This is an optimization exercise on Yosys and OpenROAD, whose aim is small area, not a production implementation.
Where RTL was checked, it was by simulation tests only, not by an equivalence proof against the original.
No functional check of the RTL was part of runs 3 and 4.
The clock cells of runs 2 to 6 come from the design's own scripts or RTL, not from TritonCTS.
The clock input has no modelled driver; a real chip could not lean on it and would need a root buffer or a full tree.
No activity file was given, so power comes from the tool's default toggle rates.

**flow/flow/run.sh**
```bash
#!/bin/bash
# Own layout flow: the standard ORFS flow with
#  - the standard synthesis script (synth_recipe.tcl) run unchanged, except that the
#    combinational logic is mapped with an area-oriented ABC script (flow/abc_area.script)
#    and adders are left to ABC (no separate half/full-adder extraction);
#  - ports buffered with the smallest buffer (buf_1);
#  - clock tree built without dummy loads, from the buffers in CTS_BUF_LIST.
# Each tool's output goes to make.log / write_def.log here, and ORFS's per-step logs
# to orfs/logs/.
set -euo pipefail
W=$(pwd)
export BUFFER_PORTS_ARGS="-buffer_cell sky130_fd_sc_hd__buf_1"
KNOBS=()
while IFS= read -r line; do
  k=${line#export }; k=${k%% =*}; v=${line#*= }
  KNOBS+=("$k=$v")
done < <(grep -E '^export (CORE_UTILIZATION|CORE_MARGIN|CAP_MARGIN|SLEW_MARGIN|PLACE_DENSITY|DIE_AREA|CORE_AREA|CORE_ASPECT_RATIO|CTS_BUF_LIST|CTS_CLUSTER_SIZE|CTS_CLUSTER_DIAMETER) ' config.mk || true)
cfg() { grep -E "^export $1 = " config.mk | head -n 1 | sed -e "s/^export $1 = //" || true; }
CTS_BUFS=$(cfg CTS_BUF_LIST); CTS_BUFS=${CTS_BUFS:-sky130_fd_sc_hd__clkbuf_4}
CTS_SIZE=$(cfg CTS_CLUSTER_SIZE); CTS_SIZE=${CTS_SIZE:-30}
CTS_DIAM=$(cfg CTS_CLUSTER_DIAMETER); CTS_DIAM=${CTS_DIAM:-100}
CTS_ROOT=""
ROOT_ARG=""; [ -n "$CTS_ROOT" ] && ROOT_ARG="-root_buf $CTS_ROOT"
export CTS_ARGS="$ROOT_ARG -sink_clustering_enable -repair_clock_nets -buf_list {$CTS_BUFS} -sink_clustering_size $CTS_SIZE -sink_clustering_max_diameter $CTS_DIAM -dont_use_dummy_load"
make -C "$FLOW_HOME" DESIGN_CONFIG="$W/config.mk" WORK_HOME="$W/orfs" CLKGATE_MAP_FILE= \
  ADDER_MAP_FILE= SYNTH_SCRIPT="$W/flow/synth.tcl" "${KNOBS[@]}" finish > "$W/make.log" 2>&1
R="$W/orfs/results/${FLOW_PLATFORM}/top_module/base"
: # left out here: write the final layout as DEF
```
**flow/flow/abc_area.script**
```
strash
dc2
&get -n
&dch -f
&nf -R 1000
&put
strash
dc2
&get -n
&dch -f
&nf -R 1000
&put
topo
```
**flow/flow/synth.tcl**
```tcl
# The standard synthesis script, with ABC's mapping script replaced by an area one.
set own_abc_script [file join [file dirname [info script]] abc_area.script]
proc abc {args} {
  global own_abc_script
  set i [lsearch -exact $args -script]
  if {$i >= 0} { set args [lreplace $args $i [expr {$i + 1}] -script $own_abc_script] }
  yosys abc {*}$args
}
source [file join [file dirname [info script]] .. synth_recipe.tcl]
```
**flow/standard.sh**
```bash
#!/bin/bash
# synth_recipe.tcl (not shown) runs the flow's synth.tcl, then flattens the netlist and writes it again
# the make line also repeats each setting of config.mk as NAME=value (left out here)
make -C /OpenROAD-flow-scripts/flow DESIGN_CONFIG=/design/flow/config.mk WORK_HOME=/design/flow/orfs CLKGATE_MAP_FILE= SYNTH_SCRIPT=/design/flow/synth_recipe.tcl "${@:-finish}"
```
**flow/config.mk**
```make
export PLATFORM = sky130hd
export DESIGN_NAME = top_module
export DESIGN_NICKNAME = top_module
export VERILOG_FILES = /design/flow/design.v
export SDC_FILE = /design/flow/constraint.sdc
export NUM_CORES = 4
export LEC_CHECK = 0
export CAP_MARGIN = 20
export CORE_MARGIN = 2
export CORE_UTILIZATION = 40
export CTS_BUF_LIST = sky130_fd_sc_hd__clkbuf_4
export SLEW_MARGIN = 20
```
**flow/constraint.sdc**
```tcl
create_clock -name core_clock -period 10.0 [get_ports {clk}]
set_input_delay 2.0000 -clock core_clock [delete_from_list [all_inputs] [get_ports {clk}]]
set_output_delay 2.0000 -clock core_clock [all_outputs]
set_load 0.01 [all_outputs]
```
**flow/design.v**
```verilog
module top_module(
    input wire clk,
    input wire rst,                
    input wire speed_up_switch,
    input wire pause_button,
    input wire hour_inc_button,
    input wire hour_dec_button,
    input wire min_inc_button,
    input wire min_dec_button,
    input wire reset_switch,
    input wire [5:0] second_switches,
    output wire [6:0] segments,
    output wire [3:0] anodes,
    output wire [5:0] leds
);
    wire speed_up;
    wire enable;
    wire hour_inc, hour_dec, min_inc, min_dec;
    test_debouncer td(.clk(clk), .rst(rst), .switch(speed_up_switch), .speed_up(speed_up));
    enable_toggle_debouncer enable_debouncer(.clk(clk), .rst(rst), .button(pause_button), .enable(enable));
    debouncer hour_inc_debouncer(.clk(clk), .rst(rst), .PB(hour_inc_button), .PB_up(hour_inc));
    debouncer hour_dec_debouncer(.clk(clk), .rst(rst), .PB(hour_dec_button), .PB_up(hour_dec));
    debouncer min_inc_debouncer(.clk(clk), .rst(rst), .PB(min_inc_button), .PB_up(min_inc));
    debouncer min_dec_debouncer(.clk(clk), .rst(rst), .PB(min_dec_button), .PB_up(min_dec));
    display display_inst (
        .clk(clk), .rst(rst), .speed_up(speed_up), .enable(enable),
        .hour_inc(hour_inc), .hour_dec(hour_dec), .min_inc(min_inc), .min_dec(min_dec),
        .reset_switch(reset_switch), .second_switches(second_switches),
        .segments(segments), .anodes(anodes), .leds(leds)
    );
endmodule
module display(
    input wire clk,
    input wire rst,
    input wire speed_up,
    input wire enable,
    input wire hour_inc,
    input wire hour_dec,
    input wire min_inc,
    input wire min_dec,
    input wire reset_switch,
    input wire [5:0] second_switches,
    output reg [6:0] segments,
    output reg [3:0] anodes,
    output reg [5:0] leds
);
    localparam [9:0] R999 = 10'b1001101110;
    reg [1:0] hours_t;
    reg [4:0] hours_u;
    reg [2:0] minutes_t;
    reg [4:0] minutes_u;
    reg [7:0] seconds;
    reg [1:0] digit_select;
    reg [9:0] refresh_counter;
    reg [4:0] current_digit;
    wire one_second_pulse;
    reg prev_hour_inc, prev_hour_dec, prev_min_inc, prev_min_dec;
    reg prev_reset_switch;
    clock_divider clk_div(
        .clk(clk), .rst(rst), .speed_up(speed_up), .enable(enable),
        .one_second_pulse(one_second_pulse)
    );
    wire [6:0] seg;
    seven_segment_decoder decoder(.binary_input(current_digit), .segments(seg));
    wire clear = prev_reset_switch & reset_switch;
    wire sec_top = (seconds == 8'd59);
    wire mu9 = minutes_u[4] & ~minutes_u[3];
    wire mu0 = ~minutes_u[4] & ~minutes_u[0];
    wire mt5 = minutes_t[2] & ~minutes_t[1];
    wire hu9 = hours_u[4] & ~hours_u[3];
    wire hu0 = ~hours_u[4] & ~hours_u[0];
    wire h23 = hours_t[1] & hours_u[2];             
    wire h0 = ~hours_t[0] & hu0;
    wire roll = enable & one_second_pulse & sec_top;
    wire min_up = enable ? roll : prev_min_inc;
    wire min_dn = ~enable & ~prev_min_inc & prev_min_dec;
    wire hour_up = enable ? roll & mu9 & mt5 : prev_hour_inc;
    wire hour_dn = ~enable & ~prev_hour_inc & prev_hour_dec;
    always @(posedge clk) begin
        if (rst) begin
            minutes_u <= 0;
            minutes_t <= 0;
        end else if (min_up) begin
            minutes_u <= {minutes_u[3:0], ~minutes_u[4]};
            if (mu9) minutes_t <= {minutes_t[1:0], ~minutes_t[2]};
        end else if (min_dn) begin
            minutes_u <= {~minutes_u[0], minutes_u[4:1]};
            if (mu0) minutes_t <= {~minutes_t[0], minutes_t[2:1]};
        end else if (clear) begin
            minutes_u <= 0;
            minutes_t <= 0;
        end
    end
    always @(posedge clk) begin
        if (rst) begin
            hours_u <= 0;
            hours_t <= 0;
        end else if (hour_up) begin
            if (h23) begin
                hours_u <= 0;
                hours_t <= 0;
            end else begin
                hours_u <= {hours_u[3:0], ~hours_u[4]};
                if (hu9) hours_t <= {hours_t[0], 1'b1};
            end
        end else if (hour_dn) begin
            if (h0) begin
                hours_u <= 5'b00111;
                hours_t <= 2'b11;
            end else begin
                hours_u <= {~hours_u[0], hours_u[4:1]};
                if (hu0) hours_t <= {1'b0, hours_t[1]};
            end
        end else if (clear) begin
            hours_u <= 0;
            hours_t <= 0;
        end
    end
    always @(posedge clk) begin
        if (rst)
            seconds <= 0;
        else if (~enable)
            seconds <= {2'b00, second_switches};
        else if (one_second_pulse)
            seconds <= sec_top ? 8'd0 : seconds + 8'd1;
        else if (clear)
            seconds <= 0;
    end
    always @(posedge clk) begin
        prev_hour_inc <= hour_inc;
        prev_hour_dec <= hour_dec;
        prev_min_inc <= min_inc;
        prev_min_dec <= min_dec;
        prev_reset_switch <= reset_switch;
    end
    wire refresh_wrap = (refresh_counter == R999);
    wire refresh_clr = rst | refresh_wrap;
    always @(posedge clk) begin
        refresh_counter <= ~({refresh_counter[8:0], refresh_counter[9] ^ refresh_counter[6]} | {10{refresh_clr}});
        if (rst)
            digit_select <= 0;
        else if (refresh_wrap)
            digit_select <= digit_select + 2'd1;
    end
    wire [4:0] mt_code = {minutes_t[2] & ~minutes_t[1], minutes_t[2] & ~minutes_t[0], minutes_t[2],
                          minutes_t[1] | minutes_t[2], minutes_t[0] | minutes_t[2]};
    always @(*) begin
        case (digit_select)
            2'b00: begin anodes = 4'b0111; current_digit = {3'b000, hours_t}; end
            2'b01: begin anodes = 4'b1011; current_digit = hours_u; end
            2'b10: begin anodes = 4'b1101; current_digit = mt_code; end
            2'b11: begin anodes = 4'b1110; current_digit = minutes_u; end
        endcase
        segments = seg;
        leds = seconds[5:0];
    end
endmodule
module clock_divider(
    input wire clk,
    input wire rst,
    input wire speed_up,
    input wire enable,
    output reg one_second_pulse
);
    localparam [6:0] A0 = 7'b0100001;
    localparam [9:0] B0 = 10'b0000000001;
    localparam [9:0] E998 = 10'b1111101011;
    reg [6:0] a;
    reg [9:0] b;
    reg speed_up_d;
    wire a_zero = ~a[1] & ~a[2] & ~a[3] & ~a[4];            
    wire a_59 = ~a[0] & ~a[2] & ~a[4] & ~a[6];
    wire a_65 = a[1] & a[2] & a[3] & a[4] & a[5];
    wire b_999 = ~b[0] & b[1] & b[2] & ~b[3] & b[4] & ~b[5] & b[6] & b[7] & b[8] & b[9];
    wire b_535 = b[0] & b[1] & b[2] & b[3] & ~b[4] & ~b[5] & b[6] & b[7] & b[8] & ~b[9];
    wire at_limit = b_999 & (speed_up_d ? a_zero : a_59);   
    wire at_65535 = a_65 & b_535;
    wire adjust = speed_up_d & ~speed_up & ~a_zero;         
    always @(posedge clk) begin
        speed_up_d <= speed_up;    
        one_second_pulse <= ~rst & enable & at_limit;
        if (rst) begin
            a <= A0;
            b <= B0;
        end else if (enable) begin
            if (at_limit | at_65535) begin
                a <= A0;
                b <= B0;
            end else if (b_999) begin
                a <= {a[5:0], a[6] ^ a[5]};
                b <= B0;
            end else begin
                b <= {b[8:0], b[9] ^ b[6]};
            end
        end else if (adjust) begin
            a <= A0;
            b <= E998;
        end
    end
endmodule
module debouncer(
    input clk,
    input rst,
    input PB,
    output PB_up
);
    localparam [9:0] MASK = 10'b1010101010;
    reg PB_sync_0, PB_sync_1, PB_state;
    reg [9:0] r;
    wire [9:0] c = r ^ MASK;                    
    wire PB_idle = (PB_state == PB_sync_1);
    wire clr = rst | PB_idle;
    wire low_zero = ~|c[8:0];
    wire PB_cnt_max = c[9] & low_zero;
    wire fb = c[9] ^ c[6] ^ low_zero;
    always @(posedge clk) begin
        PB_sync_0 <= ~(rst | PB);
        PB_sync_1 <= ~rst & PB_sync_0;
        r <= {~(r[8] & ~clr), ~(r[7] | clr), ~(r[6] & ~clr), ~(r[5] | clr), ~(r[4] & ~clr),
              ~(r[3] | clr), ~(r[2] & ~clr), ~(r[1] | clr), ~(r[0] & ~clr), fb & ~clr};
        if (rst)
            PB_state <= 1'b0;
        else if (PB_cnt_max)
            PB_state <= PB_sync_1;
    end
    assign PB_up = PB_cnt_max & PB_state & ~PB_sync_1;
endmodule
module enable_toggle_debouncer(
    input wire clk,
    input wire rst,
    input wire button,
    output reg enable
);
    wire up;
    reg up_d;
    debouncer db(.clk(clk), .rst(rst), .PB(button), .PB_up(up));
    always @(posedge clk) begin
        up_d <= ~rst & up;
        enable <= rst | (enable ^ up_d);
    end
endmodule
module seven_segment_decoder(
    input wire [4:0] binary_input,
    output wire [6:0] segments
);
    wire [4:0] q = binary_input;
    wire d1 = q[0] & ~q[1];
    wire d4 = q[3] & ~q[4];
    wire d7 = q[2] & ~q[1];
    wire a = d1 | d4;                                   
    wire b = q[4] & q[1];                               
    wire c = q[1] & ~q[2];                              
    wire d = d1 | d4 | d7;                              
    wire e = d1 | (q[2] & q[0]) | d7 | (q[4] & ~q[3]);  
    wire f = (q[0] & ~q[3]) | d7;                       
    wire g = ~q[1] & (~q[4] | q[2]);                    
    assign segments = {g, f, e, d, c, b, a};
endmodule
module test_debouncer(
    input wire clk,
    input wire rst,
    input wire switch,
    output reg speed_up
);
    always @(posedge clk) speed_up <= switch;
endmodule
```
==> results.json, run 1 <==
{
  "drt_iter0_markers": 180,
  "portBuffers": 31,
  "drc": 0,
  "busiest_layer": "met2",
  "htreeDepth": 4,
  "ys_ff_latch": 127,
  "cts.sinks": 127,
  "cp_max_fo": 8,
  "cpMaxStageDelayCell": "a221oi_1",
  "grt_overflow": 0,
  "ir_drop_uv": 82.3,
  "start_util_pct": 40.6,
  "syn_nets": 529,
  "drv_slew": 0,
  "stdcell_count": 696,
  "grt_max_degree": 61,
  "finalCritPeriodShare_pct": 42.7,
  "synth_edf_count": 0,
  "final.setup_skew_ns": 0.0293,
  "rows": 39,
  "antenna_found_initial": 1,
  "ctsResizeCount": 0,
  "root_buffer": "clkbuf_4",
  "yosys.area.top_type_share_pct": 55.5,
  "antenna_left": 0,
  "worstSetupStartpointType": "register",
  "rsz0062_at_grt": "false",
  "maxCapViolCount": 0,
  "clk_path_buf_depth": 2,
  "fin_hold_ws_ns": 0.374,
  "synthTopCellsByArea": "dfxtp_1 (56%), nor2_1 (7.7%), nand2_1 (5.3%)",
  "wl_per_cell_um": 13.1,
  "grtUsageMet2_pct": 24.7,
  "yosysWarnings": 5,
  "powerDensity_mw_per_mm2": 156,
  "dp_cells": 678,
  "clk_pin_slew_worst_paths_ns": 0.10,
  "area_delta_synth_final_pct": 7.68,
  "worst_pin_slew_ns": 0.798,
  "core-area_sq_mm": 0.0113,
  "synth_common_cells": "dfxtp_1 (127), nor2_1 (94), nand2_1 (65), nor3_1 (27), a21oi_1 (25)",
  "hold_viol_final": 0,
  "worstHoldPathType": "register to register",
  "layout-drive-gt1-share_pct": 3.99,
  "ys_types": 42,
  "setup-tns-final_ns": 0,
  "async_flop_share_pct": 0,
  "drt-pass1-iter-count": 5,
  "grt_pass1_vias": 3529,
  "synth.most_common_cell": "dfxtp_1",
  "final_nets": 569,
  "crit_chain": "and2_0, a221oi_1, o21bai_1, nand2_1, o21ai_0, nand2b_1, buf_1",
  "cts_hold_buf": 0,
  "grt_pass1_wl_um": 15500,
  "gp_congestion": 0.834,
  "setup_viol": 0,
  "yosysSeqAreaShare_pct": 55.5,
  "period_minus_slack_ns": 4.27,
  "die_h_um": 111,
  "post_cts_buffers": 0,
  "synth_ff_type": "dfxtp_1",
  "yosysTopAreaCell": "dfxtp_1",
  "cp_slowest_stage_delay_ns": 0.40,
  "fmax_mhz": 234,
  "leakage_uw": 0.00181,
  "io-pin-count": 32,
  "wirelength_um": 9140,
  "nFillCells": 1122,
  "avgSynthCellArea_sq_um": 8.91,
  "use_met3_pct": 4.92,
  "cts-buffers-inserted": 17,
  "path_class": "register to output pin",
  "dp_hpwl_um": 6360,
  "synth_area_sq_mm": 0.00458,
  "clk_latency_ns": 0.51,
  "endpoint_kind": "output pin",
  "max_slew_margin_pct": 46.3,
  "cts_tree": "done",
  "worstPathArrival_ns": 2.27,
  "die_w_um": 111,
  "gr-usage-all-layers_pct": 15.3,
  "die_area_sq_mm": 0.0123,
  "via_count": 3713,
  "viasPerCell": 5.33,
  "crit_required_ns": 8.00,
  "synthCells": 514,
  "grt_util_met1_pct": 19.1,
  "status": "finished clean"
}
## power by group
part	internal, uW	switching, uW	leakage [uW]
clock	77.7	148	0.0000782
combinational	9.14	16.6	0.000702
sequential	514	5.56	0.00103
## state kept, by name, indices dropped and copies added, names as in the netlist, 2 cells and up
signal and flops:
display_inst.clk_div.b 10, display_inst.refresh_counter 10, enable_debouncer.db.r 10, hour_dec_debouncer.r 10, hour_inc_debouncer.r 10, min_dec_debouncer.r 10, min_inc_debouncer.r 10, display_inst.seconds 8
display_inst.clk_div.a 7, display_inst.hours_u 5, display_inst.minutes_u 5, display_inst.minutes_t 3, display_inst.digit_select 2, display_inst.hours_t 2
## per-layer routing
metal	part of all wire, %	routed length (um)
met1	49	4500
met2	45	4090
met3	4.7	433
met4	1.3	115
met5	0	0
## final timing paths
check | cells after the start | endpoint | startpoint | slack (ns)
setup / recovery | 7 | segments[3] | display_inst.digit_select[0] | 5.73
hold / removal | 1 | hour_inc_debouncer.r[9] | hour_inc_debouncer.r[8] | 0.37
setup reg to reg | 8 | display_inst.minutes_t[0] | display_inst.seconds[0] | 7.36
hold reg to reg | 1 | hour_inc_debouncer.r[9] | hour_inc_debouncer.r[8] | 0.37
## kinds of logic after synthesis
kind of cell | Yosys count | share of synthesized area, %
xor+xnor | 3 | 0.574
buf+inv | 29 | 3.44
mux | 4 | 1.15
simple gates | 253 | 25.4
compound gates | 98 | 13.9
flops | 127 | 55.5
## per-stage QoR
stage,power (uW),cell area [sq um],util (%),setup WS (ns)
2_1_floorplan,546,4580,-,6.50
3_5_place_dp,557,4800,42.6,6.26
5_1_grt,807,4930,43.7,5.43
3_3_place_gp,556,4800,42.6,6.34
6_report,771,4930,43.7,5.73
4_1_cts,781,4930,43.7,5.69
## critical path: cells and delay by family, from the launching register on
kind / cells / cell delay, ns
flops: 1 / 0.39
buf+inv: 1 / 0.15
compound gates: 3 / 0.74
simple gates: 3 / 0.48
## cells in the final DEF (no fill, tap or decap), types with 4 or more instances in the layout
master / count
a211oi_1: 11
a21oi_1: 25
a221oi_1: 7
a222oi_1: 5
a22oi_1: 4
a31oi_1: 8
and2_0: 14
buf_1: 30
clkbuf_4: 17
clkinv_1: 16
dfxtp_1: 127
nand2_1: 65
nand3_1: 8
nand4_1: 5
nor2_1: 94
nor2b_1: 12
nor3_1: 27
nor4_1: 6
o21ai_0: 23
or3_1: 4
## layout make-up
type	count	area (sq um)	area share [%]
flip-flops and latches	127	2540	51.6
well taps	143	179	3.63
repair buffers	34	140	2.84
inverters	16	60.1	1.22
clock buffers	17	128	2.59
diodes	1	2.50	0.0507
multi-input cells	358	1880	38.1
==> inputs of run 2 (changes only) <==
--- a/flow/design.v
+++ b/flow/design.v
@@ -206,11 +206,8 @@
 );
-    localparam [9:0] MASK = 10'b1010101010;
     reg PB_sync_0, PB_sync_1, PB_state;
-    reg [9:0] r;
-    wire [9:0] c = r ^ MASK;                    
+    reg [9:0] PB_cnt;
     wire PB_idle = (PB_state == PB_sync_1);
-    wire clr = rst | PB_idle;
-    wire low_zero = ~|c[8:0];
-    wire PB_cnt_max = c[9] & low_zero;
-    wire fb = c[9] ^ c[6] ^ low_zero;
+    wire low_zero = ~|PB_cnt[8:0];
+    wire PB_cnt_max = PB_cnt[9] & low_zero;
+    wire fb = PB_cnt[9] ^ PB_cnt[6] ^ low_zero;
     always @(posedge clk) begin
@@ -218,4 +215,6 @@
         PB_sync_1 <= ~rst & PB_sync_0;
-        r <= {~(r[8] & ~clr), ~(r[7] | clr), ~(r[6] & ~clr), ~(r[5] | clr), ~(r[4] & ~clr),
-              ~(r[3] | clr), ~(r[2] & ~clr), ~(r[1] | clr), ~(r[0] & ~clr), fb & ~clr};
+        if (rst | PB_idle)
+            PB_cnt <= 10'd0;
+        else
+            PB_cnt <= {PB_cnt[8:0], fb};
         if (rst)
--- a/flow/flow/run.sh
+++ b/flow/flow/run.sh
@@ -6,3 +6,3 @@
 #  - ports buffered with the smallest buffer (buf_1);
-#  - clock tree built without dummy loads, from the buffers in CTS_BUF_LIST.
+#  - a one-level clock tree built by flow/clock_tree.tcl in place of TritonCTS.
 # Each tool's output goes to make.log / write_def.log here, and ORFS's per-step logs
@@ -23,2 +23,4 @@
 ROOT_ARG=""; [ -n "$CTS_ROOT" ] && ROOT_ARG="-root_buf $CTS_ROOT"
+export PRE_CTS_TCL="$W/flow/clock_tree.tcl"
+export OWN_CTS_BUF=sky130_fd_sc_hd__clkbuf_16 OWN_CTS_GROUPS=4
 export CTS_ARGS="$ROOT_ARG -sink_clustering_enable -repair_clock_nets -buf_list {$CTS_BUFS} -sink_clustering_size $CTS_SIZE -sink_clustering_max_diameter $CTS_DIAM -dont_use_dummy_load"
==> flow/flow/clock_tree.tcl (new file) <==
set cts_buf_master sky130_fd_sc_hd__clkbuf_16
set cts_groups 1
if {[info exists ::env(OWN_CTS_BUF)]} { set cts_buf_master $::env(OWN_CTS_BUF) }
if {[info exists ::env(OWN_CTS_GROUPS)]} { set cts_groups $::env(OWN_CTS_GROUPS) }
set block [ord::get_db_block]
set db [ord::get_db]
set clk_net [$block findNet clk]
set sinks {}
foreach it [$clk_net getITerms] { lappend sinks $it }
# split the sinks into cts_groups groups: by x into columns, each column by y
proc sink_x {it} { return [lindex [[$it getInst] getLocation] 0] }
proc sink_y {it} { return [lindex [[$it getInst] getLocation] 1] }
proc split_by {lst n key} {
  set lst [lsort -command [list apply {{k a b} { expr {[$k $a] - [$k $b]} }} $key] $lst]
  set per [expr {int(ceil(double([llength $lst]) / $n))}]
  set out {}
  for {set i 0} {$i < $n} {incr i} { lappend out [lrange $lst [expr {$i * $per}] [expr {($i + 1) * $per - 1}]] }
  return $out
}
set cols [expr {$cts_groups >= 2 ? 2 : 1}]
set rows [expr {int(ceil(double($cts_groups) / $cols))}]
set groups {}
foreach col [split_by $sinks $cols sink_x] {
  foreach grp [split_by $col $rows sink_y] { lappend groups $grp }
}
set master [$db findMaster $cts_buf_master]
set g -1
foreach grp $groups {
  incr g
  if {[llength $grp] == 0} continue
  set net [odb::dbNet_create $block "clknet_own_$g"]
  $net setSigType CLOCK
  set sx 0; set sy 0
  foreach it $grp {
    set loc [[$it getInst] getLocation]
    set sx [expr {$sx + [lindex $loc 0]}]; set sy [expr {$sy + [lindex $loc 1]}]
    $it disconnect
    $it connect $net
  }
  set inst [odb::dbInst_create $block $master "clkbuf_own_$g"]
  [$inst findITerm A] connect $clk_net
  [$inst findITerm X] connect $net
  $inst setLocation [expr {$sx / [llength $grp]}] [expr {$sy / [llength $grp]}]
  $inst setPlacementStatus PLACED
  puts "own clock tree: buffer $g ($cts_buf_master) drives [llength $grp] sinks"
}
proc clock_tree_synthesis {args} { puts "clock_tree_synthesis skipped: own clock tree built" }
==> results.json, run 2 <==
{
  "yosysSeqAreaShare_pct": 55.1,
  "holdCritStartpoint": "td.speed_up",
  "cp_max_fo": 8,
  "crit_required_ns": 8.00,
  "layout_commonest_cell": "dfxtp_1",
  "synth_edf_count": 0,
  "status": "finished clean",
  "synth.most_common_cell": "dfxtp_1",
  "io-pin-count": 32,
  "cts_hold_buf": 0,
  "dpl_cell_area_sq_mm": 0.00482,
  "drt_iter0_markers": 194,
  "insertedDiodeCount": 0,
  "r2r_slack_ns": 6.81,
  "ctsResizeCount": 0,
  "die_h_um": 111,
  "synthTopCellsByArea": "dfxtp_1 (55%), and2_0 (7.3%), nor2_1 (6.0%)",
  "grt_overflow": 0,
  "layout-drive-gt1-share_pct": 1.15,
  "endpoint_kind": "output pin",
  "gr-usage-all-layers_pct": 13.4,
  "synth_area_sq_mm": 0.00461,
  "mostFrequentLayoutCells": "dfxtp_1 (127), nor2_1 (74), and2_0 (54)",
  "area_delta_synth_final_pct": 6.65,
  "gp_congestion": 0.824,
  "worst_pin_slew_ns": 1.04,
  "clk_pin_slew_worst_paths_ns": 0.11,
  "leakage_uw": 0.00178,
  "min_to": "display_inst.clk_div.speed_up_d",
  "path_buf_inv": 1,
  "final.setup_skew_ns": 0.00730,
  "yosysWarnings": 5,
  "worstHoldPathType": "register to register",
  "grt_pass1_vias": 3247,
  "synth_ff_type": "dfxtp_1",
  "ys_ff_latch": 127,
  "antenna_found_initial": 0,
  "wirelength_um": 8380,
  "antenna_left": 0,
  "setup_viol": 0,
  "final_nets": 541,
  "drc": 0,
  "clk_latency_ns": 0.17,
  "ys_types": 42,
  "cpMaxStageDelayCell": "a221oi_1",
  "pre_cts_ws_ns": 6.26,
  "setup_ws_ns": 6.04,
  "post_cts_buffers": 0,
  "maxCapViolCount": 0,
  "via_count": 3443,
  "multi_input_area_sq_mm": 0.00191,
  "portBuffers": 31,
  "period_minus_slack_ns": 3.96,
  "hold_viol_final": 0,
  "avgSynthCellArea_sq_um": 9.20,
  "core-area_sq_mm": 0.0113,
  "ir_drop_uv": 87.7,
  "powerDensity_mw_per_mm2": 150,
  "wl_per_cell_um": 12.6,
  "worstPathArrival_ns": 1.96,
  "worstHoldPathCells": 0,
  "fin_hold_ws_ns": 0.382,
  "path_class": "register to output pin",
  "rr_endpoint": "display_inst.hours_t[1]",
  "grt_pass1_wl_um": 14800,
  "start_util_pct": 40.7,
  "setup-tns-final_ns": 0,
  "reg2regPathDepth": 14,
  "async_flop_share_pct": 0,
  "nFillCells": 1157,
  "cp_slowest_stage_delay_ns": 0.53,
  "yosys.area.top_type_share_pct": 55.1,
  "die_area_sq_mm": 0.0124,
  "final_area_sq_mm": 0.00492,
  "max_slew_margin_pct": 30.5,
  "rsz0062_at_grt": "false",
  "crit_chain": "and2_0, a221oi_1, nor2_1, o2bb2ai_1, nand2b_1, buf_1",
  "drv_slew": 0,
  "finalCritPeriodShare_pct": 39.6,
  "drt-pass1-iter-count": 4,
  "yosysTopAreaCell": "dfxtp_1",
  "worstSetupStartpointType": "register",
  "synthCells": 501,
  "die_w_um": 111,
  "worstReg2RegStart": "display_inst.seconds[0]",
  "grt_max_degree": 59,
  "syn_nets": 516,
  "fmax_mhz": 253,
  "synth_common_cells": "dfxtp_1 (127), nor2_1 (74), and2_0 (54), nand2_1 (36), nor3_1 (33)",
  "seq_area_sq_mm": 0.00254,
  "crit_family": "compound AO/OA/AOI/OAI gates",
  "rows": 39,
  "dp_hpwl_um": 5940,
  "viasPerCell": 5.16
}
-- run 2: per-stage QoR --
step	power, uW	cells	utilization, %
2_1_floorplan	544	501	-
3_3_place_gp	554	663	42.6
3_5_place_dp	555	663	42.6
4_1_cts	705	667	43.4
5_1_grt	770	667	43.4
6_report	739	667	43.4
-- run 2: how the worst max path moves through the flow --
stage / cells past startpoint / start / end / slack (ns)
6_report: 6 / display_inst.digit_select[0] / segments[3] / 6.04
5_1_grt: 6 / display_inst.digit_select[0] / segments[3] / 5.88
4_1_cts: 6 / display_inst.digit_select[0] / segments[3] / 6.26
3_5_place_dp: 6 / display_inst.digit_select[0] / segments[3] / 6.26
3_3_place_gp: 6 / display_inst.digit_select[0] / segments[3] / 6.38
2_1_floorplan: 6 / display_inst.digit_select[0] / segments[3] / 6.53
-- run 2: cells by family (layout without fill, tap and decap cells) --
group,Yosys count,count (layout),share of synthesized area (%)
XOR/XNOR,9,9,1.71
flip-flops,127,127,55.1
buffers and inverters,28,51,3.34
AND/OR/NAND/NOR,243,243,26.4
AO/OA/AOI/OAI,94,94,13.4
-- run 2: metal layers --
metal	vias to the layer above	global-route usage, %	share of wire, %
met2	68	22.5	43
met1	1587	19.6	52
met4	0	1.23	0.88
met5	-	0	0
met3	5	1.09	3.8
li1	1783	-	-
-- run 2: cell type report --
type	instances	area share, %
Buffer	4	2.04
Tap cell	143	3.64
Inverter	15	1.15
Timing Repair Buffer	32	2.54
Sequential cell	127	51.7
Multi-Input combinational cell	346	38.9
-- run 2: power by group --
group	internal (uW)	leakage, uW	total [uW]	switching [uW]
registers	514	0.00103	519	5.31
clock network	74.6	0.0000493	196	121
logic	8.63	0.000703	23.8	15.2
total	597	0.00178	739	142
-- run 2: worst reg2reg max path: stages, from the launching register on --
cell	delay, ns
dfxtp_1	0.39
and2_0	0.21
and4_1	0.30
nor4b_1	0.38
clkinv_1	0.16
nor2_1	0.22
nand3_1	0.10
o21ai_0	0.14
o21ai_0	0.16
nand2_1	0.15
nor2_1	0.10
a21o_1	0.24
nand3b_1	0.20
a221oi_1	0.23
nor3_1	0.08
==> inputs of run 3 (changes only) <==
--- a/flow/design.v
+++ b/flow/design.v
@@ -118,12 +118,7 @@
     end
-    always @(posedge clk) begin
-        if (rst)
-            seconds <= 0;
-        else if (~enable)
-            seconds <= {2'b00, second_switches};
-        else if (one_second_pulse)
-            seconds <= sec_top ? 8'd0 : seconds + 8'd1;
-        else if (clear)
-            seconds <= 0;
-    end
+    wire [7:0] sec_carry = {&seconds[6:0], &seconds[5:0], &seconds[4:0], &seconds[3:0],
+                            &seconds[2:0], &seconds[1:0], seconds[0], 1'b1} & {8{one_second_pulse}};
+    wire sec_kill = one_second_pulse ? sec_top : clear;
+    always @(posedge clk)
+        seconds <= rst ? 8'd0 : enable ? (seconds ^ sec_carry) & ~{8{sec_kill}} : {2'b00, second_switches};
     always @(posedge clk) begin
@@ -206,8 +201,11 @@
 );
+    localparam [9:0] MASK = 10'b1010101010;
     reg PB_sync_0, PB_sync_1, PB_state;
-    reg [9:0] PB_cnt;
+    reg [9:0] r;
+    wire [9:0] c = r ^ MASK;                    
     wire PB_idle = (PB_state == PB_sync_1);
-    wire low_zero = ~|PB_cnt[8:0];
-    wire PB_cnt_max = PB_cnt[9] & low_zero;
-    wire fb = PB_cnt[9] ^ PB_cnt[6] ^ low_zero;
+    wire clr = rst | PB_idle;
+    wire low_zero = ~|c[8:0];
+    wire PB_cnt_max = c[9] & low_zero;
+    wire fb = c[9] ^ c[6] ^ low_zero;
     always @(posedge clk) begin
@@ -215,6 +213,4 @@
         PB_sync_1 <= ~rst & PB_sync_0;
-        if (rst | PB_idle)
-            PB_cnt <= 10'd0;
-        else
-            PB_cnt <= {PB_cnt[8:0], fb};
+        r <= {~(r[8] & ~clr), ~(r[7] | clr), ~(r[6] & ~clr), ~(r[5] | clr), ~(r[4] & ~clr),
+              ~(r[3] | clr), ~(r[2] & ~clr), ~(r[1] | clr), ~(r[0] & ~clr), fb & ~clr};
         if (rst)
--- a/flow/flow/run.sh
+++ b/flow/flow/run.sh
@@ -6,3 +6,3 @@
 #  - ports buffered with the smallest buffer (buf_1);
-#  - a one-level clock tree built by flow/clock_tree.tcl in place of TritonCTS.
+#  - a two-level inverter clock tree built by flow/clock_tree.tcl in place of TritonCTS.
 # Each tool's output goes to make.log / write_def.log here, and ORFS's per-step logs
@@ -24,3 +24,3 @@
 export PRE_CTS_TCL="$W/flow/clock_tree.tcl"
-export OWN_CTS_BUF=sky130_fd_sc_hd__clkbuf_16 OWN_CTS_GROUPS=4
+export OWN_CTS_ROOT=sky130_fd_sc_hd__clkinv_8 OWN_CTS_LEAF=sky130_fd_sc_hd__inv_8 OWN_CTS_GROUPS=6
 export CTS_ARGS="$ROOT_ARG -sink_clustering_enable -repair_clock_nets -buf_list {$CTS_BUFS} -sink_clustering_size $CTS_SIZE -sink_clustering_max_diameter $CTS_DIAM -dont_use_dummy_load"
==> flow/flow/clock_tree.tcl (replaced) <==
# Runs at the start of the CTS step (PRE_CTS_TCL), in place of TritonCTS:
# a two-level inverter clock tree. The clock port drives one root inverter
# (OWN_CTS_ROOT); it drives OWN_CTS_GROUPS leaf inverters (OWN_CTS_LEAF), each
# placed at the centre of one group of flip-flops (split by position into two
# columns and then rows) and driving that group. Every flip-flop sees the clock
# through exactly two inverters, so its polarity is unchanged and the clock
# arrives at the same depth everywhere. The rest of the CTS step (placement
# legalisation, timing repair) runs as usual.
set root_master $::env(OWN_CTS_ROOT)
set leaf_master $::env(OWN_CTS_LEAF)
set cts_groups $::env(OWN_CTS_GROUPS)
set block [ord::get_db_block]
set db [ord::get_db]
set clk_net [$block findNet clk]
set sinks {}
foreach it [$clk_net getITerms] { lappend sinks $it }
proc sink_x {it} { return [lindex [[$it getInst] getLocation] 0] }
proc sink_y {it} { return [lindex [[$it getInst] getLocation] 1] }
proc split_by {lst n key} {
  set lst [lsort -command [list apply {{k a b} { expr {[$k $a] - [$k $b]} }} $key] $lst]
  set per [expr {int(ceil(double([llength $lst]) / $n))}]
  set out {}
  for {set i 0} {$i < $n} {incr i} { lappend out [lrange $lst [expr {$i * $per}] [expr {($i + 1) * $per - 1}]] }
  return $out
}
set cols [expr {$cts_groups >= 2 ? 2 : 1}]
set rows [expr {int(ceil(double($cts_groups) / $cols))}]
set groups {}
foreach col [split_by $sinks $cols sink_x] {
  foreach grp [split_by $col $rows sink_y] { if {[llength $grp]} { lappend groups $grp } }
}
# root inverter
set mid_net [odb::dbNet_create $block clknet_own_root]
$mid_net setSigType CLOCK
set root [odb::dbInst_create $block [$db findMaster $root_master] clkinv_own_root]
[$root findITerm A] connect $clk_net
[$root findITerm Y] connect $mid_net
set ax 0; set ay 0; set na 0
set g -1
foreach grp $groups {
  incr g
  set net [odb::dbNet_create $block "clknet_own_$g"]
  $net setSigType CLOCK
  set sx 0; set sy 0
  foreach it $grp {
    set loc [[$it getInst] getLocation]
    set sx [expr {$sx + [lindex $loc 0]}]; set sy [expr {$sy + [lindex $loc 1]}]
    $it disconnect
    $it connect $net
  }
  set inst [odb::dbInst_create $block [$db findMaster $leaf_master] "clkinv_own_$g"]
  [$inst findITerm A] connect $mid_net
  [$inst findITerm Y] connect $net
  set x [expr {$sx / [llength $grp]}]; set y [expr {$sy / [llength $grp]}]
  $inst setLocation $x $y
  $inst setPlacementStatus PLACED
  set ax [expr {$ax + $x}]; set ay [expr {$ay + $y}]; incr na
  puts "own clock tree: leaf $g ($leaf_master) drives [llength $grp] sinks"
}
$root setLocation [expr {$ax / $na}] [expr {$ay / $na}]
$root setPlacementStatus PLACED
proc clock_tree_synthesis {args} { puts "clock_tree_synthesis skipped: own clock tree built" }
# cts.tcl next clones clock-tree inverters next to each of their loads; that
# would undo this tree, so it is skipped too.
proc repair_clock_inverters {args} { puts "repair_clock_inverters skipped: own clock tree built" }
==> results.json, run 3 <==
{
  "status": "finished clean",
  "synthTopCellsByArea": "dfxtp_1 (56%), nor2_1 (7.8%), nand2_1 (4.3%)",
  "cp_max_fo": 8,
  "synth_ff_type": "dfxtp_1",
  "setup-tns-final_ns": 0,
  "area_delta_synth_final_pct": 6.36,
  "die_w_um": 111,
  "syn_nets": 522,
  "yosysWarnings": 5,
  "gr-usage-all-layers_pct": 13.5,
  "cpMaxStageDelayCell": "dfxtp_1",
  "cp_slowest_stage_delay_ns": 0.42,
  "viasPerCell": 5.15,
  "pre_cts_ws_ns": 6.30,
  "cts_hold_buf": 0,
  "yosysTopAreaCell": "dfxtp_1",
  "max_slew_margin_pct": 30.3,
  "die_area_sq_mm": 0.0123,
  "reg2regPathDepth": 6,
  "grt_max_degree": 65,
  "ys_ff_latch": 127,
  "mostFrequentLayoutCells": "dfxtp_1 (127), nor2_1 (95), nand2_1 (52)",
  "layout-drive-gt1-share_pct": 1.69,
  "worstReg2RegStart": "enable_debouncer.enable",
  "synthCells": 507,
  "r2r_slack_ns": 7.04,
  "synth_edf_count": 0,
  "path_class": "register to output pin",
  "dp_hpwl_um": 5890,
  "maxCapViolCount": 0,
  "core-area_sq_mm": 0.0113,
  "die_h_um": 111,
  "post_cts_buffers": 0,
  "antenna_left": 0,
  "drv_slew": 0,
  "worstPathArrival_ns": 2.01,
  "ys_types": 40,
  "worstHoldPathType": "register to register",
  "setup_ws_ns": 5.99,
  "clk_latency_ns": 0.27,
  "period_minus_slack_ns": 4.01,
  "rsz0062_at_grt": "false",
  "rows": 39,
  "clk_pin_slew_worst_paths_ns": 0.11,
  "fmax_mhz": 249,
  "avgSynthCellArea_sq_um": 9.00,
  "final.setup_skew_ns": 0.0131,
  "cp-endpoint": "segments[4]",
  "nFillCells": 1104,
  "crit_family": "compound AO/OA/AOI/OAI gates",
  "wl_met2_um": 3780,
  "via_count": 3484,
  "crit_required_ns": 8.00,
  "leakage_uw": 0.00173,
  "hold_viol_final": 0,
  "finalCritPeriodShare_pct": 40.1,
  "crit_chain": "nand2b_1, or2_0, nor2_1, a221oi_1, clkinv_1, o221ai_1, buf_1",
  "path_buf_inv": 2,
  "insertedDiodeCount": 0,
  "rr_endpoint": "display_inst.minutes_t[0]",
  "yosys.area.top_type_share_pct": 55.7,
  "wirelength_um": 8280,
  "top_layer": "met4",
  "wl_met3_um": 270,
  "grt_pass1_vias": 3360,
  "io-pin-count": 32,
  "antenna_found_initial": 0,
  "worst_pin_slew_ns": 1.04,
  "worstSetupStartpointType": "register",
  "startpoint": "display_inst.digit_select[0]",
  "grt_overflow": 0,
  "portBuffers": 31,
  "ir_drop_uv": 65.9,
  "synth_common_cells": "dfxtp_1 (127), nor2_1 (95), nand2_1 (52), nor3_1 (31), o21ai_0 (29)",
  "layout_commonest_cell": "dfxtp_1",
  "synth.most_common_cell": "dfxtp_1",
  "grt_pass1_wl_um": 14800,
  "gp_congestion": 0.795,
  "start_util_pct": 40.5,
  "async_flop_share_pct": 0,
  "yosysSeqAreaShare_pct": 55.7,
  "endpoint_kind": "output pin",
  "holdCritStartpoint": "td.speed_up",
  "cp.depth": 7,
  "powerDensity_mw_per_mm2": 152,
  "drt-pass1-iter-count": 5,
  "drt-met1-wl_um": 4050,
  "setup_viol": 0,
  "ctsResizeCount": 0,
  "drc": 0,
  "wl_per_cell_um": 12.3,
  "drt_iter0_markers": 143,
  "final_nets": 550,
  "synth_area_sq_mm": 0.00456
}
run 3: cell types whose count changed after synthesis, moves of 7 or more:
cell / change
and2_0: -42
nor2_1: +21
nand2_1: +16
a211oi_1: +9
nand2b_1: +7
nor2b_1: +7
run 3: how the worst min path moves through the flow:
stage / slack, ns / cells after the start / to
global route: 0.38 / 0 / display_inst.clk_div.speed_up_d
finish: 0.36 / 0 / display_inst.clk_div.speed_up_d
global placement: 0.34 / 0 / display_inst.clk_div.speed_up_d
CTS: 0.35 / 0 / display_inst.clk_div.speed_up_d
floorplan: 0.33 / 0 / display_inst.clk_div.speed_up_d
detailed placement: 0.35 / 0 / display_inst.clk_div.speed_up_d
run 3: metal layers:
layer  vias up  GRT usage, %
met4         0          2.75
met3        14          1.26
met5         -             0
met1      1598          18.1
li1       1816             -
met2        56          23.7
run 3: worst register-to-register path: stages (launching register included):
cell	delay [ns]
dfxtp_1	0.51
nor3b_1	0.93
a211oi_1	0.28
a21o_1	0.26
a221oi_1	0.54
mux2i_1	0.25
nor2_1	0.05
run 3: cell families after synthesis:
logic type             Yosys count  share of synthesized area (%)
flip-flops                     127                           55.7
multiplexers                     2                          0.439
AND/OR/NAND/NOR                254                           26.5
buffers and inverters           25                           3.12
XOR/XNOR                         6                           1.15
AO/OA/AOI/OAI                   93                           13.1
run 3: per-stage QoR:
step                std cells  power (uW)  instance area [sq um]  util [%]  hold WS (ns)
global route              676         774                   4850      43.1         0.378
floorplan                 507         548                   4560         -         0.331
global placement          669         558                   4770      42.3         0.343
finish                    676         738                   4850      43.1         0.364
CTS                       676         704                   4850      43.1         0.351
detailed placement        669         558                   4770      42.3         0.349
run 3: cell type report:
class | count | area (sq um) | area share [%]
Timing Repair Buffer | 32 | 125 | 2.58
Sequential cell | 127 | 2540 | 52.4
Tap cell | 143 | 179 | 3.69
Inverter | 19 | 129 | 2.65
Multi-Input combinational cell | 355 | 1880 | 38.7
run 3: power by group:
| part | leakage [uW] | internal [uW] | switching [uW] |
|---|---|---|---|
| Clock | 0.0000432 | 25.7 | 166 |
| Combinational | 0.000653 | 9.96 | 16.5 |
| Sequential | 0.00103 | 514 | 5.97 |
==> inputs of run 4 (changes only) <==
--- a/flow/flow/run.sh
+++ b/flow/flow/run.sh
@@ -24,3 +24,3 @@
 export PRE_CTS_TCL="$W/flow/clock_tree.tcl"
-export OWN_CTS_ROOT=sky130_fd_sc_hd__clkinv_8 OWN_CTS_LEAF=sky130_fd_sc_hd__inv_8 OWN_CTS_GROUPS=6
+export OWN_CTS_ROOT=sky130_fd_sc_hd__clkinv_8 OWN_CTS_LEAF=sky130_fd_sc_hd__inv_6 OWN_CTS_GROUPS=8
 export CTS_ARGS="$ROOT_ARG -sink_clustering_enable -repair_clock_nets -buf_list {$CTS_BUFS} -sink_clustering_size $CTS_SIZE -sink_clustering_max_diameter $CTS_DIAM -dont_use_dummy_load"
==> results.json, run 4 <==
{
  "synth.most_common_cell": "dfxtp_1",
  "io-pin-count": 32,
  "ys_types": 40,
  "insertedDiodeCount": 0,
  "rsz0062_at_grt": "false",
  "cp-endpoint": "segments[4]",
  "crit_required_ns": 8.00,
  "synth_simple_gate_area_share_pct": 26.5,
  "leakage_uw": 0.00173,
  "clk_pin_slew_worst_paths_ns": 0.10,
  "worst_pin_slew_ns": 1.10,
  "die_h_um": 111,
  "synthTopCellsByArea": "dfxtp_1 (56%), nor2_1 (7.8%), nand2_1 (4.3%)",
  "drt_iter0_markers": 167,
  "final.setup_skew_ns": 0.0114,
  "period_minus_slack_ns": 4.03,
  "via_count": 3521,
  "reg2regPathDepth": 6,
  "gr-usage-all-layers_pct": 13.5,
  "ctsResizeCount": 0,
  "wl_per_cell_um": 12.2,
  "async_flop_share_pct": 0,
  "top_layer": "met4",
  "max_slew_margin_pct": 26.8,
  "path_class": "register to output pin",
  "worstHoldPathType": "register to register",
  "finalCritPeriodShare_pct": 40.3,
  "antenna_left": 0,
  "viasPerCell": 5.19,
  "area_delta_synth_final_pct": 6.41,
  "rows": 39,
  "endpoint_kind": "output pin",
  "post_cts_buffers": 0,
  "cp_slowest_stage_delay_ns": 0.42,
  "core-area_sq_mm": 0.0113,
  "yosysTopAreaCell": "dfxtp_1",
  "layout-drive-gt1-share_pct": 2.06,
  "mostFrequentLayoutCells": "dfxtp_1 (127), nor2_1 (95), nand2_1 (52)",
  "r2r_slack_ns": 6.99,
  "yosys.area.top_type_share_pct": 55.7,
  "antenna_found_initial": 0,
  "die_area_sq_mm": 0.0123,
  "drc": 0,
  "wl_met3_um": 336,
  "crit_chain": "nand2b_1, or2_0, nor2_1, a221oi_1, clkinv_1, o221ai_1, buf_1",
  "final_area_sq_mm": 0.00486,
  "setup-tns-final_ns": 0,
  "cts_hold_buf": 0,
  "maxCapViolCount": 0,
  "synth_edf_count": 0,
  "cp_max_fo": 8,
  "final_nets": 552,
  "drt-met1-wl_um": 4030,
  "hold_viol_final": 0,
  "grt_pass1_vias": 3368,
  "synth_xor_area_share_pct": 1.15,
  "startpoint": "display_inst.digit_select[0]",
  "portBuffers": 31,
  "ys_ff_latch": 127,
  "worstSetupStartpointType": "register",
  "wl_met2_um": 3720,
  "synth_compound_area_share_pct": 13.1,
  "powerDensity_mw_per_mm2": 152,
  "synth_area_sq_mm": 0.00456,
  "grt_max_degree": 65,
  "syn_nets": 522,
  "layout_commonest_cell": "dfxtp_1",
  "gp_congestion": 0.795,
  "fmax_mhz": 248,
  "die_w_um": 111,
  "dpl_cell_area_sq_mm": 0.00477,
  "start_util_pct": 40.5,
  "yosysWarnings": 5,
  "wirelength_um": 8290,
  "status": "finished clean",
  "synth_common_cells": "dfxtp_1 (127), nor2_1 (95), nand2_1 (52), nor3_1 (31), o21ai_0 (29)",
  "rr_endpoint": "display_inst.minutes_t[0]",
  "worstPathArrival_ns": 2.03,
  "cpMaxStageDelayCell": "dfxtp_1",
  "dp_hpwl_um": 5890,
  "synth_ff_type": "dfxtp_1",
  "drv_slew": 0,
  "muxShareOfSynthArea_pct": 0.439,
  "drt-pass1-iter-count": 4,
  "synthAdderAreaFrac_pct": 0,
  "grt_overflow": 0,
  "synthCells": 507,
  "clk_latency_ns": 0.27,
  "worstReg2RegStart": "enable_debouncer.enable",
  "ir_drop_uv": 64.8,
  "yosysSeqAreaShare_pct": 55.7,
  "setup_viol": 0,
  "avgSynthCellArea_sq_um": 9.00,
  "grt_pass1_wl_um": 14900,
  "synth_top_family_by_area": "simple AND/OR/NAND/NOR gates"
}
## run 4: cell counts after synthesis
Identical to the previous run, type by type.
## run 4: critical path: cells and delay by family (launching register included)
family	cells	cell delay [ns]
AOI/OAI and AO/OA	2	0.58
DFF	1	0.42
buffers and inverters	2	0.33
and+or+nand+nor	3	0.43
## run 4: power by group
group / switching (uW) / total [uW] / internal, uW
registers: 5.93 / 520 / 514
clock network: 166 / 191 / 24.9
logic: 16.5 / 26.5 / 9.96
total: 189 / 738 / 549
## run 4: cells by family after synthesis
group,count (synthesis)
xor gates and xnor gates,6
and+or+nand+nor,254
buffers and inverters,25
DFF,127
muxes,2
AOI/OAI and AO/OA,93
## run 4: worst min-delay path by stage
stage / startpoint / to / slack, ns / cells past startpoint
finish: td.speed_up / display_inst.clk_div.speed_up_d / 0.36 / 0
global route: td.speed_up / display_inst.clk_div.speed_up_d / 0.38 / 0
CTS: td.speed_up / display_inst.clk_div.speed_up_d / 0.35 / 0
detailed placement: td.speed_up / display_inst.clk_div.speed_up_d / 0.35 / 0
global placement: td.speed_up / display_inst.clk_div.speed_up_d / 0.34 / 0
floorplan: td.speed_up / display_inst.clk_div.speed_up_d / 0.33 / 0
## run 4: layout make-up
class / instances / area [sq um]
multi-input cells: 355 / 1880
flip-flops and latches: 127 / 2540
repair buffers: 32 / 125
inverters: 21 / 131
fillers: 1114 / 6410
well taps: 143 / 179
## run 4: metrics by stage
step	hold WS, ns	util [%]	setup slack, ns	power [uW]	std cells
final	0.363	43.1	5.97	738	678
after floorplan	0.331	-	6.51	548	507
after global routing	0.377	43.1	5.75	776	678
after CTS	0.351	43.1	6.31	703	678
after detailed placement	0.349	42.3	6.30	558	669
after global placement	0.343	42.3	6.41	558	669
## run 4: layer usage
| metal | global-route usage [%] | vias up |
|---|---|---|
| met5 | 0 | - |
| met4 | 3.08 | 0 |
| met3 | 1.37 | 18 |
| met2 | 23.6 | 73 |
| met1 | 18.0 | 1610 |
| li1 | - | 1820 |
==> inputs of run 5 (changes only) <==
--- a/flow/design.v
+++ b/flow/design.v
@@ -173,2 +173,7 @@
     wire adjust = speed_up_d & ~speed_up & ~a_zero;         
+    wire restart = rst | (enable & (at_limit | at_65535));    
+    wire b_restart = restart | (enable & b_999);
+    wire load = ~enable & adjust;                            
+    wire [9:0] b_step = {b[8:0], b[9] ^ b[6]};
+    wire [6:0] a_step = {a[5:0], a[6] ^ a[5]};
     always @(posedge clk) begin
@@ -176,19 +181,4 @@
         one_second_pulse <= ~rst & enable & at_limit;
-        if (rst) begin
-            a <= A0;
-            b <= B0;
-        end else if (enable) begin
-            if (at_limit | at_65535) begin
-                a <= A0;
-                b <= B0;
-            end else if (b_999) begin
-                a <= {a[5:0], a[6] ^ a[5]};
-                b <= B0;
-            end else begin
-                b <= {b[8:0], b[9] ^ b[6]};
-            end
-        end else if (adjust) begin
-            a <= A0;
-            b <= E998;
-        end
+        b <= b_restart ? B0 : load ? E998 : enable ? b_step : b;
+        a <= (restart | load) ? A0 : (enable & b_999) ? a_step : a;
     end
--- a/flow/flow/run.sh
+++ b/flow/flow/run.sh
@@ -24,3 +24,3 @@
 export PRE_CTS_TCL="$W/flow/clock_tree.tcl"
-export OWN_CTS_ROOT=sky130_fd_sc_hd__clkinv_8 OWN_CTS_LEAF=sky130_fd_sc_hd__inv_6 OWN_CTS_GROUPS=8
+export OWN_CTS_ROOT=sky130_fd_sc_hd__clkinv_8 OWN_CTS_LEAF=sky130_fd_sc_hd__inv_8 OWN_CTS_GROUPS=6
 export CTS_ARGS="$ROOT_ARG -sink_clustering_enable -repair_clock_nets -buf_list {$CTS_BUFS} -sink_clustering_size $CTS_SIZE -sink_clustering_max_diameter $CTS_DIAM -dont_use_dummy_load"
--- a/flow/config.mk
+++ b/flow/config.mk
@@ -9,3 +9,3 @@
 export CORE_MARGIN = 2
-export CORE_UTILIZATION = 40
+export CORE_UTILIZATION = 65
 export CTS_BUF_LIST = sky130_fd_sc_hd__clkbuf_4
==> results.json, run 5 <==
{
  "swShare_pct": 24.9,
  "maxCapViolCount": 0,
  "ir_drop_uv": 128,
  "mostFrequentLayoutCells": "dfxtp_1 (127), nor2_1 (88), nand2_1 (51)",
  "max_slew_margin_pct": 30.0,
  "rsz0062_at_grt": "false",
  "die_area_sq_mm": 0.00762,
  "synth_area_sq_mm": 0.00451,
  "crit_required_ns": 8.00,
  "ys_types": 42,
  "synth_ff_type": "dfxtp_1",
  "drv_slew": 0,
  "drt_iter0_markers": 270,
  "fmax_mhz": 249,
  "path_class": "register to output pin",
  "area_delta_synth_final_pct": 4.85,
  "gr-usage-all-layers_pct": 19.9,
  "setup_viol": 0,
  "p_switching_uw": 182,
  "pre_cts_ws_ns": 6.30,
  "antenna_found_initial": 0,
  "ys_ff_latch": 127,
  "syn_nets": 501,
  "via_count": 3412,
  "combPwrFrac_pct": 3.5,
  "post_cts_buffers": 0,
  "stdcell_count": 593,
  "fin_hold_ws_ns": 0.387,
  "setup-tns-final_ns": 0,
  "die_w_um": 87.3,
  "grt_pass1_wl_um": 12900,
  "worst_pin_slew_ns": 1.05,
  "cell_internal_pwr_uw": 549,
  "yosys.area.top_type_share_pct": 56.4,
  "period_minus_slack_ns": 4.02,
  "layout-drive-gt1-share_pct": 1.95,
  "hold_viol_final": 0,
  "core-area_sq_mm": 0.00676,
  "yosysSeqAreaShare_pct": 56.4,
  "final_nets": 530,
  "crit_family": "compound AO/OA/AOI/OAI gates",
  "synthTopCellsByArea": "dfxtp_1 (56%), nor2_1 (7.3%), nand2_1 (4.2%)",
  "wl_per_cell_um": 13.0,
  "finalCritPeriodShare_pct": 40.2,
  "dp_cells": 586,
  "worstHoldPathType": "register to register",
  "start_util_pct": 66.8,
  "portBuffers": 31,
  "cp_max_fo": 8,
  "pwr-share-clk_pct": 25.5,
  "clk_latency_ns": 0.25,
  "viasPerCell": 5.75,
  "cpMaxStageDelayCell": "a221oi_1",
  "worstReg2RegStart": "display_inst.minutes_u[4]",
  "yosysWarnings": 5,
  "io-pin-count": 32,
  "dp_hpwl_um": 5500,
  "worstSetupStartpointType": "register",
  "multi_input_area_sq_mm": 0.00184,
  "synthCells": 486,
  "cp_slowest_stage_delay_ns": 0.52,
  "grt_max_degree": 47,
  "antenna_left": 0,
  "die_h_um": 87.3,
  "path_buf_inv": 1,
  "avgSynthCellArea_sq_um": 9.28,
  "yosysTopAreaCell": "dfxtp_1",
  "final.setup_skew_ns": 0.0117,
  "power_frac_seq_pct": 71.0,
  "powerDensity_mw_per_mm2": 155,
  "clk_pin_slew_worst_paths_ns": 0.11,
  "status": "finished clean",
  "ctsResizeCount": 0,
  "cts_hold_buf": 0,
  "layout_commonest_cell": "dfxtp_1",
  "gp_congestion": 0.877,
  "crit_chain": "and2_0, a221oi_1, nor2_1, o22ai_1, nand2b_1, buf_1",
  "drc": 0,
  "async_flop_share_pct": 0,
  "endpoint_kind": "output pin",
  "synth.most_common_cell": "dfxtp_1",
  "seq_area_sq_mm": 0.00254,
  "grt_pass1_vias": 2943,
  "worstPathArrival_ns": 2.02,
  "setup_ws_ns": 5.98,
  "insertedDiodeCount": 0,
  "synth_common_cells": "dfxtp_1 (127), nor2_1 (88), nand2_1 (51), nor3_1 (29), o21ai_0 (23)",
  "nFillCells": 539,
  "synth_edf_count": 0,
  "leakage_uw": 0.00176,
  "grt_overflow": 0,
  "rows": 30,
  "wirelength_um": 7690,
  "startpoint": "display_inst.digit_select[0]",
  "holdCritStartpoint": "min_inc_debouncer.r[8]",
  "drt-pass1-iter-count": 4
}
-- run 5: changes by cell type in the layout (fill, tap and decap cells not counted), moves of 5 or more --
| cell | previous run | this run |
|---|---|---|
| inv_8 | 0 | 6 |
| nand2b_1 | 8 | 3 |
| o21ai_0 | 29 | 23 |
| nor2_1 | 95 | 88 |
| o22ai_1 | 1 | 8 |
| mux2i_1 | 2 | 9 |
| a211oi_1 | 14 | 6 |
| inv_6 | 8 | 0 |
-- run 5: cell families after synthesis --
group | count (synthesis) | share of synthesized area (%)
AO/OA/AOI/OAI | 88 | 12.9
XOR/XNOR | 7 | 1.36
buffers and inverters | 22 | 2.91
flip-flops | 127 | 56.4
multiplexers | 9 | 2.00
AND/OR/NAND/NOR | 233 | 24.5
-- run 5: through the flow --
step           total power (uW)  area (sq um)  util [%]
2_1_floorplan               548          4510         -
3_3_place_gp                556          4650      68.8
3_5_place_dp                557          4650      68.8
4_1_cts                     702          4730      70.0
5_1_grt                     760          4730      70.0
6_report                    732          4730      70.0
-- run 5: final cells by class --
| class | count | area share (%) |
|---|---|---|
| inverter | 16 | 2.49 |
| multi-input combinational | 337 | 38.9 |
| sequential | 127 | 53.7 |
| tap | 80 | 2.12 |
| timing repair buffer | 33 | 2.80 |
-- run 5: layer usage --
layer  share of wire, %  vias up  track usage (%)
met2                 44       75             32.0
met1                 51     1558             29.9
met5                  0        -                0
li1                   -     1770                -
met3                3.7        9             1.42
met4                1.4        0             3.22
-- run 5: power groups by stage --
stage / Sequential (uW) / Combinational (uW) / Clock (uW)
2_1_floorplan: 529 / 18.0 / 0
3_3_place_gp: 531 / 25.0 / 0
3_5_place_dp: 531 / 25.5 / 0
4_1_cts: 531 / 25.6 / 146
5_1_grt: 521 / 29.0 / 211
6_report: 519 / 25.4 / 187
-- run 5: path summary, 6_finish.rpt --
check | end | slack (ns) | depth (start not counted)
max | segments[3] | 5.98 | 6
min | min_inc_debouncer.r[9] | 0.39 | 1
max reg2reg | display_inst.hours_t[0] | 7.05 | 10
min reg2reg | min_inc_debouncer.r[9] | 0.39 | 1
==> inputs of run 6 (changes only) <==
--- a/flow/config.mk
+++ b/flow/config.mk
@@ -9,3 +9,3 @@
 export CORE_MARGIN = 2
-export CORE_UTILIZATION = 65
+export CORE_UTILIZATION = 80
 export CTS_BUF_LIST = sky130_fd_sc_hd__clkbuf_4
==> results.json, run 6 <==
{
  "async_flop_share_pct": 0,
  "ys_ff_latch": 127,
  "yosysWarnings": 5,
  "synth_ff_type": "dfxtp_1",
  "cp_max_fo": 8,
  "drt-pass1-iter-count": 7,
  "combPwrFrac_pct": 3.6,
  "maxCapViolCount": 0,
  "clk_pin_slew_worst_paths_ns": 0.11,
  "nFillCells": 316,
  "stdcell_count": 584,
  "io-pin-count": 32,
  "period_minus_slack_ns": 4.03,
  "yosys.area.top_type_share_pct": 56.4,
  "post_cts_buffers": 0,
  "insertedDiodeCount": 0,
  "path_class": "register to output pin",
  "synth.most_common_cell": "dfxtp_1",
  "cell_internal_pwr_uw": 549,
  "synthTopCellsByArea": "dfxtp_1 (56%), nor2_1 (7.3%), nand2_1 (4.2%)",
  "swShare_pct": 25.0,
  "syn_nets": 501,
  "wirelength_um": 9010,
  "setup-tns-final_ns": 0,
  "cpMaxStageDelayCell": "a221oi_1",
  "cts_hold_buf": 0,
  "drc": 0,
  "synthCells": 486,
  "power_frac_seq_pct": 71.0,
  "drv_slew": 0,
  "final.setup_skew_ns": 0.0109,
  "rsz0062_at_grt": "false",
  "rr_endpoint": "display_inst.hours_t[1]",
  "clk_latency_ns": 0.25,
  "grt_pass1_vias": 3336,
  "crit_family": "compound AO/OA/AOI/OAI gates",
  "min_to": "enable_debouncer.db.r[5]",
  "area_delta_synth_final_pct": 4.46,
  "avgSynthCellArea_sq_um": 9.28,
  "pwr-share-clk_pct": 25.4,
  "die_area_sq_mm": 0.00626,
  "reg2regPathDepth": 9,
  "layout-drive-gt1-share_pct": 1.76,
  "r2r_slack_ns": 6.91,
  "viasPerCell": 6.16,
  "dpl_cell_area_sq_mm": 0.00463,
  "rows": 27,
  "endpoint_kind": "output pin",
  "worstPathArrival_ns": 2.03,
  "yosysSeqAreaShare_pct": 56.4,
  "worstReg2RegStart": "display_inst.minutes_u[4]",
  "layout_commonest_cell": "dfxtp_1",
  "crit_required_ns": 8.00,
  "ys_types": 42,
  "fmax_mhz": 248,
  "final_area_sq_mm": 0.00471,
  "hold_viol_final": 0,
  "worstSetupStartpointType": "register",
  "synth_edf_count": 0,
  "via_count": 3595,
  "antenna_left": 0,
  "p_switching_uw": 183,
  "antenna_found_initial": 0,
  "max_slew_margin_pct": 27.2,
  "core-area_sq_mm": 0.00547,
  "wl_per_cell_um": 15.4,
  "status": "finished clean",
  "portBuffers": 31,
  "ir_drop_uv": 157,
  "synth_common_cells": "dfxtp_1 (127), nor2_1 (88), nand2_1 (51), nor3_1 (29), o21ai_0 (23)",
  "worst_pin_slew_ns": 1.09,
  "grt_pass1_wl_um": 14800,
  "mostFrequentLayoutCells": "dfxtp_1 (127), nor2_1 (88), nand2_1 (51)",
  "worstHoldPathCells": 1,
  "finalCritPeriodShare_pct": 40.3,
  "drt_iter0_markers": 303,
  "gp_congestion": 0.936,
  "worstHoldPathType": "register to register",
  "fin_hold_ws_ns": 0.388,
  "ctsResizeCount": 0,
  "die_w_um": 79.1,
  "path_buf_inv": 1,
  "setup_viol": 0,
  "dp_cells": 577,
  "cp_slowest_stage_delay_ns": 0.53,
  "yosysTopAreaCell": "dfxtp_1",
  "powerDensity_mw_per_mm2": 155,
  "gr-usage-all-layers_pct": 28.6,
  "die_h_um": 79.1,
  "grt_max_degree": 47,
  "leakage_uw": 0.00175,
  "grt_overflow": 0,
  "holdCritStartpoint": "enable_debouncer.db.r[4]",
  "final_nets": 529,
  "synth_area_sq_mm": 0.00451,
  "start_util_pct": 82.4,
  "crit_chain": "and2_0, a221oi_1, nor2_1, o22ai_1, nand2b_1, buf_1",
  "dp_hpwl_um": 6410
}
[run 6: cell counts after synthesis]
Identical to the previous run, type by type.
[run 6: worst reg2reg max path, delay by kind of cell (launching register included)]
kind | cells | cell delay (ns)
AOI/OAI and AO/OA | 6 | 2.01
buffers and inverters | 1 | 0.13
DFF | 1 | 0.46
and+or+nand+nor | 2 | 0.40
[run 6: layout make-up]
type,count,area [sq um],area share (%)
Sequential cell,127,2540,53.9
Inverter,16,118,2.50
Tap cell,72,90.1,1.91
Timing Repair Buffer,32,125,2.65
Multi-Input combinational cell,337,1840,39.0
[run 6: cells by family (layout without fill, tap and decap cells)]
family | Yosys count | in the layout | share of synthesized area (%)
and+or+nand+nor | 233 | 233 | 24.5
DFF | 127 | 127 | 56.4
AOI/OAI and AO/OA | 88 | 88 | 12.9
buffers and inverters | 22 | 48 | 2.91
muxes | 9 | 9 | 2.00
xor gates and xnor gates | 7 | 7 | 1.36
[run 6: worst max-delay path by stage]
stage | from | endpoint | slack, ns | cells past startpoint
6_report | display_inst.digit_select[0] | segments[3] | 5.97 | 6
5_1_grt | display_inst.digit_select[0] | segments[3] | 5.80 | 6
4_1_cts | display_inst.digit_select[0] | segments[3] | 6.27 | 6
3_5_place_dp | display_inst.digit_select[0] | segments[3] | 6.28 | 6
3_3_place_gp | display_inst.digit_select[0] | segments[3] | 6.40 | 6
2_1_floorplan | display_inst.digit_select[0] | segments[4] | 6.51 | 7
[run 6: layer usage]
layer	part of all wire [%]	up-vias	global-route usage [%]
met1	42	1691	36.9
li1	-	1760	-
met3	4.7	12	2.50
met4	1.3	0	5.17
met5	0	-	0
met2	52	132	53.0
[run 6: through the flow]
stage                     util (%)  total power [uW]  worst slack (ns)
after floorplan                  -               548              6.51
after global routing          86.1               756              5.80
after global placement        84.6               555              6.40
after CTS                     86.1               703              6.27
after detailed placement      84.6               557              6.28
final                         86.1               732              5.97
[run 6: power by group through the flow]
stage	sequential, uW	clock [uW]	combinational, uW
floorplan	529	0	18.0
global placement	531	0	24.6
detailed placement	531	0	25.9
CTS	531	146	26.1
global route	521	206	29.4
finish	520	186	26.3

static timing again, ports no longer ideal:
How much do the figures lean on ideal ports? The routed layouts below were timed once more, with nothing changed but the port constraints. Step 1 (the two cells are an assumption about what drives the block):
set clk [get_ports {clk}]
set_driving_cell -lib_cell sky130_fd_sc_hd__clkbuf_16 $clk
set_driving_cell -lib_cell sky130_fd_sc_hd__buf_2 [delete_from_list [all_inputs] $clk]
Step 2 adds t to the input delays and takes it off the output delays; t is the mean of the earliest and latest rising clock arrival at the registers after step 1. Input paths then give back, and output paths get back, about the clock's delay inside the block. Slacks: ideal ports / drivers / drivers and shift; pairs: ideal ports / drivers.
run | shift t [ns] | setup WS [ns] | worst setup path at the end | cell pins on the clock port's net
run 1 | 0.524 | 5.733 / 5.700 / 6.225 | register to output | 1
run 2 | 0.249 | 6.042 / 5.962 / 6.211 | register to output | 4
run 3 | 0.311 | 5.986 / 5.934 / 6.245 | register to output | 1
run 4 | 0.316 | 5.974 / 5.922 / 6.238 | register to output | 1
run 5 | 0.296 | 5.982 / 5.933 / 6.229 | register to output | 1
run 6 | 0.296 | 5.966 / 5.919 / 6.216 | register to output | 1
After both steps setup and hold are still met in every run listed.
